This is an optimization exercise on Yosys and OpenROAD, whose aim is small area, not a production implementation.
In this exercise RTL edits were held to simulation tests only and were not proved equivalent to the original.
The flow treats the clock pin as an ideal source. Dropping or thinning the clock tree relies on that and would not hold on a real chip.
Power figures rest on the tool's default switching activity, not on a simulated workload.

==> inputs of run F <==
## TrafficLightController
module TrafficLightController(clk, rst, standby, test,
	G1Y1, R1G2, Y2R2,
	G1en, Y1en, R1en,
	G2en, Y2en, R2en) ;
	input 		clk, rst, standby, test ;
	output[6:0] G1Y1, R1G2, Y2R2 ;
	output 		G1en, Y1en, R1en,
					G2en, Y2en, R2en ;
	reg [12:0]	a ;
	wire		aw = a[1] & a[2] & a[3] & a[4] & a[5] & ~a[6] & a[7] & ~a[8] & a[9] & a[10] & ~a[12] ;
	always @(posedge clk)
		a <= (rst | aw) ? 13'd0 : {~a[11:0], a[2] ^ a[12]} ;
	reg			t ;
	reg [6:0]	m ;
	wire		c100 = t ;
	wire		en = aw & t ;
	wire		mdet = m[0] & m[1] & ~m[3] & ~m[4] & m[5] & ~m[6] ;
	wire		tick = en & mdet ;
	always @(posedge clk)
		if (rst) begin
			t <= 1'b0 ;
			m <= 7'b0010111 ;
		end else begin
			t <= t ^ aw ;
			if (en) m <= mdet ? 7'b0011111 : {m[5:0], m[6] ^ m[5]} ;
		end
	reg			x, y, z ;
	reg [3:0]	rem ;
	wire		pend = (rem == 4'd0) ;
	wire		ry = x & ~z, yr = y & z ;
	wire [3:0]	ld = {yr, ~ry & ~yr, yr, ry | yr} ;
	always @(posedge clk)
		if (rst || standby) begin
			{x, y, z} <= 3'b001 ;
			rem <= 4'd0 ;
		end else if (tick) begin
			if (pend) begin
				{x, y, z} <= {z, ~z, y} ;
				rem <= ld ;
			end else
				rem <= test ? 4'd0 : {rem[2:0], ~(rem[3] ^ rem[2])} ;
		end
	wire		G1 = y & ~z, Y1 = ~x & z, R1 = x ;
	wire		G2 = x & z, Y2 = ~y & ~(x & z), R2 = y ;
  ...
==> module TrafficLightController, before the edit <==
module TrafficLightController(clk, rst, standby, test,
	G1Y1, R1G2, Y2R2,
	G1en, Y1en, R1en,
	G2en, Y2en, R2en) ;
	input 		clk, rst, standby, test ;
	output[6:0] G1Y1, R1G2, Y2R2 ;
	output 		G1en, Y1en, R1en,
					G2en, Y2en, R2en ;
	reg [12:0]	a ;
	wire		aw = a[1] & a[2] & a[3] & a[4] & a[5] & ~a[6] & a[7] & ~a[8] & a[9] & a[10] & ~a[12] ;
	always @(posedge clk)
		a <= (rst | aw) ? 13'd0 : {~a[11:0], a[2] ^ a[12]} ;
	reg			t ;
	reg [6:0]	m ;
	wire		c100 = t ;
	wire		en = aw & t ;
	wire		mdet = m[0] & m[1] & ~m[3] & ~m[4] & m[5] & ~m[6] ;
	wire		tick = en & mdet ;
	always @(posedge clk)
		if (rst) begin
			t <= 1'b0 ;
			m <= 7'b0010111 ;
		end else begin
			t <= t ^ aw ;
			if (en) m <= mdet ? 7'b0011111 : {m[5:0], m[6] ^ m[5]} ;
		end
	reg			x, y, z ;
	reg [3:0]	rem ;
	wire		pend = (rem == 4'd0) ;
	wire		ry = x & ~z, yr = y & z ;
	wire [3:0]	ld = {yr, ~ry & ~yr, yr, ry | yr} ;
	always @(posedge clk)
		if (rst || standby) begin
			{x, y, z} <= 3'b001 ;
			rem <= 4'd0 ;
		end else if (tick) begin
			if (pend) begin
				{x, y, z} <= {z, ~z, y} ;
				rem <= ld ;
			end else
				rem <= test ? 4'd0 : {rem[2:0], ~(rem[3] ^ rem[2])} ;
		end
	wire		G1 = y & ~z, Y1 = ~x & z, R1 = x ;
	wire		G2 = x & z, Y2 = ~y & ~(x & z), R2 = y ;
	wire		o1 = c100 ? G1 : Y1 ;
	wire		o2 = c100 ? R1 : G2 ;
	wire		o3 = c100 ? Y2 : R2 ;
	assign G1Y1 = {{6{o1}}, 1'b0} ;
	assign R1G2 = {{6{o2}}, 1'b0} ;
	assign Y2R2 = {{6{o3}}, 1'b0} ;
	assign {G1en, Y1en, R1en, G2en, Y2en, R2en} = c100 ? 6'b010101 : 6'b101010 ;
endmodule
Settings: LEC_CHECK=0, CAP_MARGIN=20, CORE_MARGIN=2, CORE_UTILIZATION=40, PLACE_DENSITY=0.6, SLEW_MARGIN=20; clock period 10.0 ns.
standard.sh (not shown) runs the stock make flow with config.mk's settings and CLKGATE_MAP_FILE= SYNTH_SCRIPT=/design/flow/synth_recipe.tcl, a recipe that flattens the netlist after the stock synthesis.
==> flow/flow/run.sh <==
#!/bin/bash
# Own layout flow:
#  1. the standard synthesis;
#  2. the combinational cells re-mapped by a few area-oriented ABC scripts,
#     each result proven equivalent to the standard netlist (same
#     flip-flops, same names), and the smallest kept;
#  3. the standard layout from that netlist, with port buffers of the
#     smallest buffer cell and the clock tree collapsed to one root buffer.
set -euo pipefail
W=$PWD
F=$W/flow
LIB=$FLOW_HOME/platforms/$FLOW_PLATFORM/lib/sky130_fd_sc_hd__tt_025C_1v80.lib
R=$W/orfs/results/$FLOW_PLATFORM/TrafficLightController/base
KNOBS=("BUFFER_PORTS_ARGS=-buffer_cell sky130_fd_sc_hd__buf_1"
       "CTS_ARGS=-sink_clustering_enable -repair_clock_nets -dont_use_dummy_load -buf_list sky130_fd_sc_hd__clkbuf_8 -root_buf sky130_fd_sc_hd__clkbuf_8"
       "POST_CTS_TCL=$F/flatten_ct.tcl")

bash standard.sh "${KNOBS[@]}" synth > $W/make_synth.log 2>&1

cp $R/1_2_yosys.v $W/std_netlist.v
best=""; best_area=""
for s in $F/abc_*.script; do
  n=$(basename $s .script)
  sed -e "s#@LIB@#$LIB#g" -e "s#@IN@#$W/std_netlist.v#" -e "s#@TOP@#$FLOW_TOP#" \
      -e "s#@SCRIPT@#$s#" -e "s#@OUT@#$W/resyn_$n.v#" $F/resyn.ys > $W/resyn_$n.ys
  if ! yosys -s $W/resyn_$n.ys > $W/resyn_$n.log 2>&1; then continue; fi
  sed -e "s#@LIB@#$LIB#g" -e "s#@GOLD@#$W/std_netlist.v#" -e "s#@GATE@#$W/resyn_$n.v#" \
      -e "s#@TOP@#$FLOW_TOP#g" $F/equiv.ys > $W/equiv_$n.ys
  if ! yosys -s $W/equiv_$n.ys > $W/equiv_$n.log 2>&1; then continue; fi
  a=$(grep "Chip area" $W/resyn_$n.log | tail -1 | awk '{print $NF}')
  echo "$n $a" >> $W/resyn_areas.txt
  if [[ -z "$best" ]] || awk "BEGIN{exit !($a < $best_area)}"; then best=$n; best_area=$a; fi
done
std_area=$(grep "Chip area" $W/orfs/reports/$FLOW_PLATFORM/TrafficLightController/base/synth_stat.txt | tail -1 | awk '{print $NF}')
echo "standard $std_area; best $best $best_area" >> $W/resyn_areas.txt
if [[ -n "$best" ]] && awk "BEGIN{exit !($best_area < $std_area)}"; then
  cp $W/resyn_$best.v $R/1_2_yosys.v
  rm -f $R/1_synth.odb $R/1_synth.sdc
fi

bash standard.sh "${KNOBS[@]}" finish > $W/make_flow.log 2>&1
==> flow/flow/flatten_ct.tcl <==
# Collapse the clock tree to its root buffer: move the sinks of every other
# clock buffer onto the root buffer's output and delete those buffers.
set block [ord::get_db_block]
set root ""
foreach inst [$block getInsts] {
  if {[string match "clkbuf_0_*" [$inst getName]]} { set root $inst }
}
if {$root ne ""} {
  set rootnet [[$root findITerm X] getNet]
  foreach inst [$block getInsts] {
    set n [$inst getName]
    if {$inst ne $root && ([string match "clkbuf_*" $n] || [string match "clkload*" $n])} {
      set a [$inst findITerm A]
      set xo [$inst findITerm X]
      if {$xo eq "NULL" || $xo eq ""} { continue }
      set onet [$xo getNet]
      if {[$a getNet] ne $rootnet} { continue }
      foreach it [$onet getITerms] {
        if {[$it getInst] ne $inst} { $it disconnect; $it connect $rootnet }
      }
      $a disconnect
      $xo disconnect
      odb::dbInst_destroy $inst
      odb::dbNet_destroy $onet
      puts "collapsed clock buffer $n"
    }
  }
  $root swapMaster [[ord::get_db] findMaster sky130_fd_sc_hd__clkbuf_16]
  detailed_placement
  estimate_parasitics -placement
}
==> flow/flow/resyn.ys <==
# Re-map the combinational cells of the standard synthesis netlist with a
# given ABC script; the flip-flops stay as they are (black boxes).
read_liberty -ignore_miss_func @LIB@
blackbox sky130_fd_sc_hd__dfxtp_1
read_verilog @IN@
hierarchy -top @TOP@
flatten
opt_clean -purge
opt
abc -script @SCRIPT@ -liberty @LIB@ -dont_use *lpflow* -dont_use *probe*
opt_clean -purge
hilomap -singleton -hicell sky130_fd_sc_hd__conb_1 HI -locell sky130_fd_sc_hd__conb_1 LO
insbuf -buf sky130_fd_sc_hd__buf_4 A X
splitnets
opt_clean -purge
stat -liberty @LIB@
write_verilog -noattr -nohex -nodec @OUT@
Other scripts of this flow, unchanged in this note and not shown: flow/flow/abc_b1.script, flow/flow/abc_d1.script, flow/flow/abc_d3.script, flow/flow/abc_d6.script, flow/flow/equiv.ys
==> run K (differences from run F) <==
--- a/flow/design.v
+++ b/flow/design.v
@@ -24,24 +24,30 @@
 			t <= t ^ aw ;
 			if (en) m <= mdet ? 7'b0011111 : {m[5:0], m[6] ^ m[5]} ;
 		end
-	reg			x, y, z ;
-	reg [3:0]	rem ;
-	wire		pend = (rem == 4'd0) ;
-	wire		ry = x & ~z, yr = y & z ;
+	localparam [5:0] PF = 6'b000100 ;	 
+	reg [5:0]	f_q ;
+	wire [5:0]	f = f_q ^ PF ;
+	wire		x = f[5], z = f[4] ;
+	wire [3:0]	rem = f[3:0] ;
+	wire		yy = &rem ;
+	wire		pend = (rem == 4'd0) | yy ;
+	wire		ry = x & ~z, yr = ~x & z ;
 	wire [3:0]	ld = {yr, ~ry & ~yr, yr, ry | yr} ;
-	always @(posedge clk)
-		if (rst || standby) begin
-			{x, y, z} <= 3'b001 ;
-			rem <= 4'd0 ;
-		end else if (tick) begin
-			if (pend) begin
-				{x, y, z} <= {z, ~z, y} ;
-				rem <= ld ;
-			end else
-				rem <= test ? 4'd0 : {rem[2:0], ~(rem[3] ^ rem[2])} ;
+	reg [5:0]	f_d ;
+	always @(*) begin
+		f_d = f ;
+		if (rst || standby)
+			f_d = 6'b111111 ;
+		else if (tick) begin
+			if (pend)
+				f_d = {z, ~x, ld} ;
+			else
+				f_d[3:0] = test ? 4'd0 : {rem[2:0], ~(rem[3] ^ rem[2])} ;
 		end
-	wire		G1 = y & ~z, Y1 = ~x & z, R1 = x ;
-	wire		G2 = x & z, Y2 = ~y & ~(x & z), R2 = y ;
+	end
+	always @(posedge clk) f_q <= f_d ^ PF ;
+	wire		G1 = ~x & ~z, Y1 = (~x & z) | yy, R1 = x & ~yy ;
+	wire		G2 = x & z & ~yy, Y2 = (x & ~z) | yy, R2 = ~x ;
 	wire		o1 = c100 ? G1 : Y1 ;
 	wire		o2 = c100 ? R1 : G2 ;
 	wire		o3 = c100 ? Y2 : R2 ;
==> flow/flow/run.sh (replaced) <==
#!/bin/bash
# Own layout flow:
#  1. the standard synthesis;
#  2. the combinational cells re-mapped by a few area-oriented ABC scripts
#     (flow/resyn.sh), each result proven equivalent to the standard
#     netlist (same flip-flops, same names), and the smallest kept;
#  3. the standard layout from that netlist, with port buffers of the
#     smallest buffer cell, one tie cell for the constant outputs and the
#     clock tree collapsed to one root buffer (buf_12).
set -euo pipefail
W=$PWD
F=$W/flow
LIB=$FLOW_HOME/platforms/$FLOW_PLATFORM/lib/sky130_fd_sc_hd__tt_025C_1v80.lib
R=$W/orfs/results/$FLOW_PLATFORM/TrafficLightController/base
KNOBS=("BUFFER_PORTS_ARGS=-buffer_cell sky130_fd_sc_hd__buf_1"
       "CTS_ARGS=-sink_clustering_enable -repair_clock_nets -dont_use_dummy_load -buf_list sky130_fd_sc_hd__clkbuf_8 -root_buf sky130_fd_sc_hd__clkbuf_8"
       "POST_CTS_TCL=$F/flatten_ct.tcl"
       "SKIP_REPAIR_TIE_FANOUT=1")

bash standard.sh "${KNOBS[@]}" synth > $W/make_synth.log 2>&1

cp $R/1_2_yosys.v $W/std_netlist.v
bash $F/resyn.sh $W/std_netlist.v $W/resyn_netlist.v $W/resyn > $W/resyn.log 2>&1
if ! cmp -s $W/std_netlist.v $W/resyn_netlist.v; then
  cp $W/resyn_netlist.v $R/1_2_yosys.v
  rm -f $R/1_synth.odb $R/1_synth.sdc
fi

bash standard.sh "${KNOBS[@]}" finish > $W/make_flow.log 2>&1
==> flow/flow/abc_e2.script (new file) <==
strash
dch -f
map -a
topo
==> flow/flow/abc_e4.script (new file) <==
strash
balance
rewrite
refactor
balance
rewrite -z
dch -f
map -a
topo
==> flow/flow/abc_e7.script (new file) <==
strash
dc2
dch -f
amap
topo
==> flow/flow/abc_e8.script (new file) <==
strash
rewrite -z
refactor -z
resub -z
dch -f
map -a
topo
--- a/flow/flow/flatten_ct.tcl
+++ b/flow/flow/flatten_ct.tcl
@@ -25,7 +25,7 @@
       puts "collapsed clock buffer $n"
     }
   }
-  $root swapMaster [[ord::get_db] findMaster sky130_fd_sc_hd__clkbuf_16]
+  $root swapMaster [[ord::get_db] findMaster sky130_fd_sc_hd__buf_12]
   detailed_placement
   estimate_parasitics -placement
 }
==> flow/flow/resyn.sh (new file) <==
#!/bin/bash
# resyn.sh STD_NETLIST OUT_NETLIST WORKDIR
# Re-maps the combinational cells of STD_NETLIST with each flow/abc_*.script,
# twice over (the second round starts from the first round's best), proves
# every result equivalent to STD_NETLIST, and writes the smallest proven one
# (or STD_NETLIST itself if none is smaller) to OUT_NETLIST.
set -uo pipefail
STD=$1; OUT=$2; D=$3
F=$(dirname $(readlink -f $0))
LIB=$FLOW_HOME/platforms/$FLOW_PLATFORM/lib/sky130_fd_sc_hd__tt_025C_1v80.lib
mkdir -p $D
area() { grep "Chip area" $1 | tail -1 | awk '{print $NF}'; }
printf 'read_liberty -lib %s\nread_verilog %s\nhierarchy -top %s\nstat -liberty %s\n' $LIB $STD $FLOW_TOP $LIB > $D/std_area.ys
yosys -s $D/std_area.ys > $D/std_area.log 2>&1
best=$STD; best_area=$(area $D/std_area.log)
echo "standard $best_area" > $D/areas.txt
src=$STD
for round in 1 2; do
  for s in $F/abc_*.script; do
    n=r${round}_$(basename $s .script)
    sed -e "s#@LIB@#$LIB#g" -e "s#@IN@#$src#" -e "s#@TOP@#$FLOW_TOP#" \
        -e "s#@SCRIPT@#$s#" -e "s#@OUT@#$D/$n.v#" $F/resyn.ys > $D/$n.ys
    yosys -s $D/$n.ys > $D/$n.log 2>&1 || continue
    sed -e "s#@LIB@#$LIB#g" -e "s#@GOLD@#$STD#" -e "s#@GATE@#$D/$n.v#" \
        -e "s#@TOP@#$FLOW_TOP#g" $F/equiv.ys > $D/eq_$n.ys
    yosys -s $D/eq_$n.ys > $D/eq_$n.log 2>&1 || { echo "$n not proven" >> $D/areas.txt; continue; }
    a=$(area $D/$n.log)
    echo "$n $a" >> $D/areas.txt
    if awk "BEGIN{exit !($a < $best_area)}"; then best=$D/$n.v; best_area=$a; fi
  done
  src=$best
done
echo "best $best $best_area" >> $D/areas.txt
cp $best $OUT
--- a/flow/flow/resyn.ys
+++ b/flow/flow/resyn.ys
@@ -13,5 +13,6 @@
 insbuf -buf sky130_fd_sc_hd__buf_4 A X
 splitnets
 opt_clean -purge
+rename -hide w:*.*
 stat -liberty @LIB@
 write_verilog -noattr -nohex -nodec @OUT@
Settings changed: CORE_AREA from default to 2 2 60 60, CORE_MARGIN 2 to default, CORE_UTILIZATION 40 to default, DIE_AREA from default to 0 0 62 62.
==> summary of the runs <==
In run K the total power is smaller than in run F, by about 4.6%. Sequential power: run F is larger than run K (about 4%). In run F the global-route usage is higher than in run K, by 1.6 points. In run F the critical path depth is lower than in run K, by 3. In run K the cell area is smaller than in run F, by 2.3%. Of run F and run K, run F has the higher flip-flop and latch count (gap 1). Between run F and run K, the lower die area is in run F (gap about 13%, measured against run K). In run F the first-iteration DRC count is smaller than in run K, by 54%. In run K the worst hold slack is worse than in run F, by 3.1 ps. Non-clock buffer count is the same in run F and run K.

==> re-timing with driven ports <==
Ports are ideal in the flow. The routed layouts listed here were re-timed in OpenROAD. Step 1, drivers: a clkbuf_16 drives clk and a buf_2 each remaining input, both assumed. Step 2 times the ports against the registers' clock, not the clock port: input delays grow and output delays shrink by t, the midpoint of the rising clock arrivals with the driver on. Slacks: ideal ports / drivers / drivers and shift; pairs: ideal ports / drivers.
run	t, ns	setup WS [ns]	worst register clock-pin slew, ns	cell pins on the clock port's net
run F	0.185	6.603 / 6.576 / 6.761	0.10 / 0.10	1
run K	0.158	6.532 / 6.504 / 6.662	0.10 / 0.10	1
After both steps every run listed still meets setup and hold.
